Background: an optimization exercise with open tools, aiming at small area. Do not read the settings as production practice.
Where RTL was checked, it was by simulation tests only, not by an equivalence proof against the original.
Power and IR drop assume default switching activity.

// axi_timer_averager
module axi_timer_averager #(
    parameter integer DEFAULT_SAMPLES_SERIE = 2,
    parameter integer S_AXI_LITE_DATA_WIDTH = 32  ,
    parameter integer S_AXI_LITE_ADDR_WIDTH = 32
) (
    input  logic                                 CLK               ,
    input  logic                                 RESETN            ,
    input  logic [    S_AXI_LITE_ADDR_WIDTH-1:0] S_AXI_LITE_AWADDR ,
    input  logic [                          2:0] S_AXI_LITE_AWPROT ,
    input  logic                                 S_AXI_LITE_AWVALID,
    output logic                                 S_AXI_LITE_AWREADY,
    input  logic [    S_AXI_LITE_DATA_WIDTH-1:0] S_AXI_LITE_WDATA  ,
    input  logic [(S_AXI_LITE_DATA_WIDTH/8)-1:0] S_AXI_LITE_WSTRB  ,
    input  logic                                 S_AXI_LITE_WVALID ,
    output logic                                 S_AXI_LITE_WREADY ,
    output logic [                          1:0] S_AXI_LITE_BRESP  ,
    output logic                                 S_AXI_LITE_BVALID ,
    input  logic                                 S_AXI_LITE_BREADY ,
    input  logic [    S_AXI_LITE_ADDR_WIDTH-1:0] S_AXI_LITE_ARADDR ,
    input  logic [                          2:0] S_AXI_LITE_ARPROT ,
    input  logic                                 S_AXI_LITE_ARVALID,
    output logic                                 S_AXI_LITE_ARREADY,
    output logic [    S_AXI_LITE_DATA_WIDTH-1:0] S_AXI_LITE_RDATA  ,
    output logic [                          1:0] S_AXI_LITE_RRESP  ,
    output logic                                 S_AXI_LITE_RVALID ,
    input  logic                                 S_AXI_LITE_RREADY ,
    output logic [                         31:0] MSMT_VALUE        ,
    output logic                                 MSMT_VALID        ,
    input  logic                                 INTR
);
clock: 8.0 ns
lec_check: 0
cap_margin: 20
cell_pad_in_sites_detail_placement: 1
cell_pad_in_sites_global_placement: 2
core_margin: 2
core_utilization: 35
gpl_routability_driven: 1
slew_margin: 20
run.sh (not shown) runs the stock make flow with config.mk's settings and CLKGATE_MAP_FILE= SYNTH_SCRIPT=/design/flow/synth_recipe.tcl, a recipe that flattens the netlist after the stock synthesis.
Then changed:
--- a/flow/design.v
+++ b/flow/design.v
@@ -24,17 +24,36 @@
         logic c;
         c = cin;
         for (int i = 0; i < 32; i++) begin
             inc32[i] = a[i] ^ c;
             c = c & a[i];
         end
     endfunction
     function automatic logic [32:0] add32(input logic [31:0] a, input logic [31:0] b);
-        add32 = {1'b0, a} + {1'b0, b};
+        logic [31:0] s0;
+        logic [ 4:0] cb;
+        logic        c, q, p;
+        cb[0] = 1'b0;
+        for (int k = 0; k < 4; k++) begin
+            c = 1'b0;
+            p = 1'b1;
+            for (int i = 8*k; i < 8*k + 8; i++) begin
+                s0[i] = a[i] ^ b[i] ^ c;
+                c = (a[i] & b[i]) | (c & (a[i] ^ b[i]));
+                p = p & s0[i];
+            end
+            q = cb[k];
+            for (int i = 8*k; i < 8*k + 8; i++) begin
+                add32[i] = s0[i] ^ q;
+                q = q & s0[i];
+            end
+            cb[k+1] = c | (cb[k] & p);
+        end
+        add32[32] = cb[4];
     endfunction
     logic        d_start_timer;
     logic        start_event  ;
     logic        stop_event   ;
     logic        current_state;
     logic [31:0] measurement_value;
     logic [31:0] avg_msmt_count;
     logic [31:0] avg_msmt_count_inc;
@@ -47,30 +66,18 @@
     logic [31:0] acc_lo;
     logic [31:0] acc_hi;
     logic        acc_carry;
     logic [31:0] acc_hi_sum;
     logic [32:0] acc_lo_sum;
     assign MSMT_VALUE         = measurement_value;
     assign avg_msmt_count_inc = inc32(avg_msmt_count, 1'b1);
     assign MSMT_COUNT         = avg_msmt_count_inc;
-    logic [3:0] byte_nz;
-    logic [3:0] byte_sel;
-    logic [7:0] bit_sel;
-    logic [7:0] sel_byte;
-    always_comb begin
-        for (int g = 0; g < 4; g++) begin
-            byte_nz[g]  = |avg_msmt_count[8*g +: 8];
-            byte_sel[g] = ~limit_zero & (limit_exp[4:3] == 2'(g));
-        end
-        for (int k = 0; k < 8; k++)
-            bit_sel[k] = ~limit_zero & (limit_exp[2:0] == 3'(k));
-    end
-    assign sel_byte  = avg_msmt_count[8*limit_exp[4:3] +: 8];
-    assign limit_hit = ~|(byte_nz & ~byte_sel) & (sel_byte == bit_sel);
+    assign limit_hit          = limit_zero ? (avg_msmt_count == 32'd0)
+                                           : (avg_msmt_count == (32'd1 << limit_exp));
     assign avg_clear          = limit_hit | ~AVG_MSMT_ENABLE;
     always_ff @(posedge CLK) begin
         if (RESET) begin
             d_start_timer <= 1'b0;
             start_event   <= 1'b0;
             stop_event    <= 1'b0;
         end else begin
             d_start_timer <= START_TIMER;
@@ -294,23 +301,17 @@
             axi_rvalid <= 1'b0;
     end
     always_ff @(posedge CLK) begin
         if (~RESETN)
             S_AXI_LITE_RVALID <= 1'b0;
         else
             S_AXI_LITE_RVALID <= axi_rvalid;
     end
-    logic [62:0] avg_sh32;
-    logic [46:0] avg_sh16;
-    logic [34:0] avg_sh4;
-    assign avg_sh32 = S_AXI_LITE_ARADDR[2] ? {31'b0, avg_raw[63:32]} : avg_raw[62:0];
-    assign avg_sh16 = avg_shift[4] ? avg_sh32[62:16] : avg_sh32[46:0];
-    assign avg_sh4  = 35'(avg_sh16 >> {avg_shift[3:2], 2'b0});
-    assign avg_word = avg_ready ? 32'(avg_sh4 >> avg_shift[1:0]) : 32'd0;
+    assign avg_word = avg_ready ? 32'({avg_raw} >> {S_AXI_LITE_ARADDR[2], avg_shift}) : 32'd0;
     always_ff @(posedge CLK) begin
         if (ar_start) begin
             case (S_AXI_LITE_ARADDR[7:2])
                 6'd0    : axi_rdata <= {31'b0, stop_timer_d};
                 6'd1    : axi_rdata <= {19'b0, avg_msmt_limit_d, 7'b0, avg_msmt_enable_d};
                 6'd2    : axi_rdata <= avg_word;
                 6'd3    : axi_rdata <= avg_word;
                 6'd4    : axi_rdata <= msmt_count;
=> The changed run completed with no timing, DRC or antenna violations. Wire length grows by 10%. Worst setup slack gets worse by 0.33 ns. Register-to-register slack got worse by 0.33 ns. Clock-buffer cell count fell by 8. Via count rises by 10%. Synthesized area climbs by 12%. Power is lower by 3.9%.
The RTL of the second run of this note was laid out without a check of its function.

========
## 03-09
axi_timer_averager, a different RTL version from the one above (not shown whole).
For scale: about 1,800 cells after synthesis, about 260 flip-flops, about 190 I/O pins, about 18,000 µm² of cells after synthesis.
==> module axi_timer_averager_functional, before the edit <==
module axi_timer_averager_functional (
    input  logic        CLK            ,
    input  logic        RESET          ,
    input  logic        START_TIMER    ,
    input  logic        STOP_TIMER     ,
    input  logic        AVG_MSMT_ENABLE,
    input  logic [ 4:0] AVG_MSMT_LIMIT ,
    output logic [31:0] MSMT_VALUE     ,
    output logic        MSMT_VALID     ,
    output logic [63:0] AVG_RAW        ,
    output logic [ 4:0] AVG_SHIFT      ,
    output logic        AVG_READY      ,
    output logic [31:0] MSMT_COUNT     ,
    input  logic [ 3:0] LOAD_EN        ,
    input  logic [31:0] LOAD_DATA      ,
    input  logic [ 3:0] LOAD_STRB
);
    function automatic logic [31:0] merge_bytes(input logic [31:0] old_value, input logic [31:0] new_value, input logic [3:0] strb);
        for (int b = 0; b < 4; b++)
            merge_bytes[b*8 +: 8] = strb[b] ? new_value[b*8 +: 8] : old_value[b*8 +: 8];
    endfunction
    logic        d_start_timer;
    logic        start_event  ;
    logic        stop_event   ;
    logic        current_state;
    logic [31:0] measurement_value;
    logic [31:0] avg_msmt_count;
    logic [31:0] avg_msmt_count_inc;
    logic        d_avg_msmt_enable;
    logic        avg_msmt_event;
    logic        limit_zero;
    logic [ 4:0] limit_exp;
    logic        limit_hit;
    logic [63:0] avg_msmt_value;
    assign MSMT_VALUE         = measurement_value;
    assign avg_msmt_count_inc = avg_msmt_count + 32'd1;
    assign MSMT_COUNT         = avg_msmt_count_inc;
    assign limit_hit          = limit_zero ? (avg_msmt_count == 32'd0)
                                           : (avg_msmt_count == (32'd1 << limit_exp));
    always_ff @(posedge CLK) begin
        if (RESET) begin
            d_start_timer <= 1'b0;
            start_event   <= 1'b0;
            stop_event    <= 1'b0;
        end else begin
            d_start_timer <= START_TIMER;
            start_event   <= START_TIMER & ~d_start_timer;
            stop_event    <= STOP_TIMER;
        end
    end
    always_ff @(posedge CLK) begin
        if (RESET)
            current_state <= 1'b0;
        else if (current_state)
            current_state <= ~stop_event;
        else
            current_state <= start_event;
    end
    always_ff @(posedge CLK) begin
        if (RESET)
            MSMT_VALID <= 1'b0;
        else
            MSMT_VALID <= current_state & stop_event;
    end
    always_ff @(posedge CLK) begin
        if (LOAD_EN[3])
            measurement_value <= merge_bytes(measurement_value, LOAD_DATA, LOAD_STRB);
        else if (current_state)
            measurement_value <= measurement_value + 32'd1;
        else
            measurement_value <= '0;
    end
    always_ff @(posedge CLK) begin
        if (LOAD_EN[2])
            avg_msmt_count <= merge_bytes(avg_msmt_count, LOAD_DATA, LOAD_STRB);
        else if (limit_hit | ~AVG_MSMT_ENABLE)
            avg_msmt_count <= '0;
        else if (MSMT_VALID)
            avg_msmt_count <= avg_msmt_count_inc;
    end
    always_ff @(posedge CLK) begin
        if (RESET) begin
            d_avg_msmt_enable <= 1'b0;
            avg_msmt_event    <= 1'b0;
        end else begin
            d_avg_msmt_enable <= AVG_MSMT_ENABLE;
            avg_msmt_event    <= AVG_MSMT_ENABLE & ~d_avg_msmt_enable;
        end
    end
    always_ff @(posedge CLK) begin
        if (RESET)
            limit_zero <= 1'b1;
        else if (avg_msmt_event)
            limit_zero <= 1'b0;
    end
    always_ff @(posedge CLK) begin
        if (avg_msmt_event)
            limit_exp <= AVG_MSMT_LIMIT;
    end
    always_ff @(posedge CLK) begin
        if (LOAD_EN[0])
            avg_msmt_value[31:0] <= merge_bytes(avg_msmt_value[31:0], LOAD_DATA, LOAD_STRB);
        else if (LOAD_EN[1])
            avg_msmt_value[63:32] <= merge_bytes(avg_msmt_value[63:32], LOAD_DATA, LOAD_STRB);
        else if (limit_hit | ~AVG_MSMT_ENABLE)
            avg_msmt_value <= '0;
        else if (MSMT_VALID)
            avg_msmt_value <= avg_msmt_value + {32'd0, measurement_value};
    end
    always_ff @(posedge CLK) begin
        if (limit_hit) begin
            AVG_RAW   <= avg_msmt_value;
            AVG_SHIFT <= AVG_MSMT_LIMIT;
        end
    end
    always_ff @(posedge CLK) begin
        if (RESET)
            AVG_READY <= 1'b0;
        else
            AVG_READY <= 1'b1;
    end
endmodule
clock: 8.0 ns
lec_check: 0
cap_margin: 20
cell_pad_in_sites_detail_placement: 1
cell_pad_in_sites_global_placement: 2
core_margin: 2
core_utilization: 35
gpl_routability_driven: 1
slew_margin: 20
#### Input delta (02-06 over 03-09)
diff --git a/flow/design.v b/flow/design.v
--- a/flow/design.v
+++ b/flow/design.v
@@ -21,4 +21,24 @@
             merge_bytes[b*8 +: 8] = strb[b] ? new_value[b*8 +: 8] : old_value[b*8 +: 8];
     endfunction
+    function automatic logic [31:0] inc32(input logic [31:0] a);
+        logic c;
+        c = 1'b1;
+        for (int i = 0; i < 32; i++) begin
+            inc32[i] = a[i] ^ c;
+            c = c & a[i];
+        end
+    endfunction
+    function automatic logic [63:0] add64_32(input logic [63:0] a, input logic [31:0] b);
+        logic c;
+        c = 1'b0;
+        for (int i = 0; i < 32; i++) begin
+            add64_32[i] = a[i] ^ b[i] ^ c;
+            c = (a[i] & b[i]) | (c & (a[i] ^ b[i]));
+        end
+        for (int i = 32; i < 64; i++) begin
+            add64_32[i] = a[i] ^ c;
+            c = c & a[i];
+        end
+    endfunction
     logic        d_start_timer;
     logic        start_event  ;
@@ -35,5 +55,5 @@
     logic [63:0] avg_msmt_value;
     assign MSMT_VALUE         = measurement_value;
-    assign avg_msmt_count_inc = avg_msmt_count + 32'd1;
+    assign avg_msmt_count_inc = inc32(avg_msmt_count);
     assign MSMT_COUNT         = avg_msmt_count_inc;
     assign limit_hit          = limit_zero ? (avg_msmt_count == 32'd0)
@@ -68,5 +88,5 @@
             measurement_value <= merge_bytes(measurement_value, LOAD_DATA, LOAD_STRB);
         else if (current_state)
-            measurement_value <= measurement_value + 32'd1;
+            measurement_value <= inc32(measurement_value);
         else
             measurement_value <= '0;
@@ -107,5 +127,5 @@
             avg_msmt_value <= '0;
         else if (MSMT_VALID)
-            avg_msmt_value <= avg_msmt_value + {32'd0, measurement_value};
+            avg_msmt_value <= add64_32(avg_msmt_value, measurement_value);
     end
     always_ff @(posedge CLK) begin
Notes after the runs:
The flow completed for 02-06, but it is not clean: the layout still shows setup timing. Looking at global-route usage, 02-06 sits 0.36 points higher than 03-09 does. In the metrics for 03-09 and 02-06, the one carrying the lower sequential group share of total power is 03-09. Delta (02-06 minus 03-09): total power down 4.5%; area enclosed by the die boundary down about 4%; simple-gate area share of the yosys netlist down 1.3 points. Non-clock buffer total of the final layout in 02-06 is 59 higher than in 03-09.
Function not checked in 02-06: the RTL went through the layout flow alone.

static timing again, ports no longer ideal:
No port has a modelled driver above. Below, the same layouts with a new extraction and two added sets of constraints.
Step 1 (the two cells are an assumption about what drives the block):
set clk [get_ports {CLK}]
set_driving_cell -lib_cell sky130_fd_sc_hd__clkbuf_16 $clk
set_driving_cell -lib_cell sky130_fd_sc_hd__buf_2 [delete_from_list [all_inputs] $clk]
Step 2 times the ports against the registers' clock, not the clock port: input delays grow and output delays shrink by t, the midpoint of the rising clock arrivals with the driver on.
Three values: ideal ports, drivers, drivers and shift; two values: the first two.
run | shift t [ns] | slack for setup (ns) | hold WS [ns]
the first run of note 1 | 0.601 | 1.205 / 1.205 / 1.205 | 0.384 / 0.384 / 0.384
the second run of note 1 | 0.640 | 0.871 / 0.871 / 0.871 | 0.383 / 0.383 / 0.383
03-09 | 0.601 | 2.890 / 2.890 / 2.890 | 0.384 / 0.384 / 0.384
02-06 | 0.653 | -7.839 / -7.839 / -7.839 | 0.383 / 0.383 / 0.383
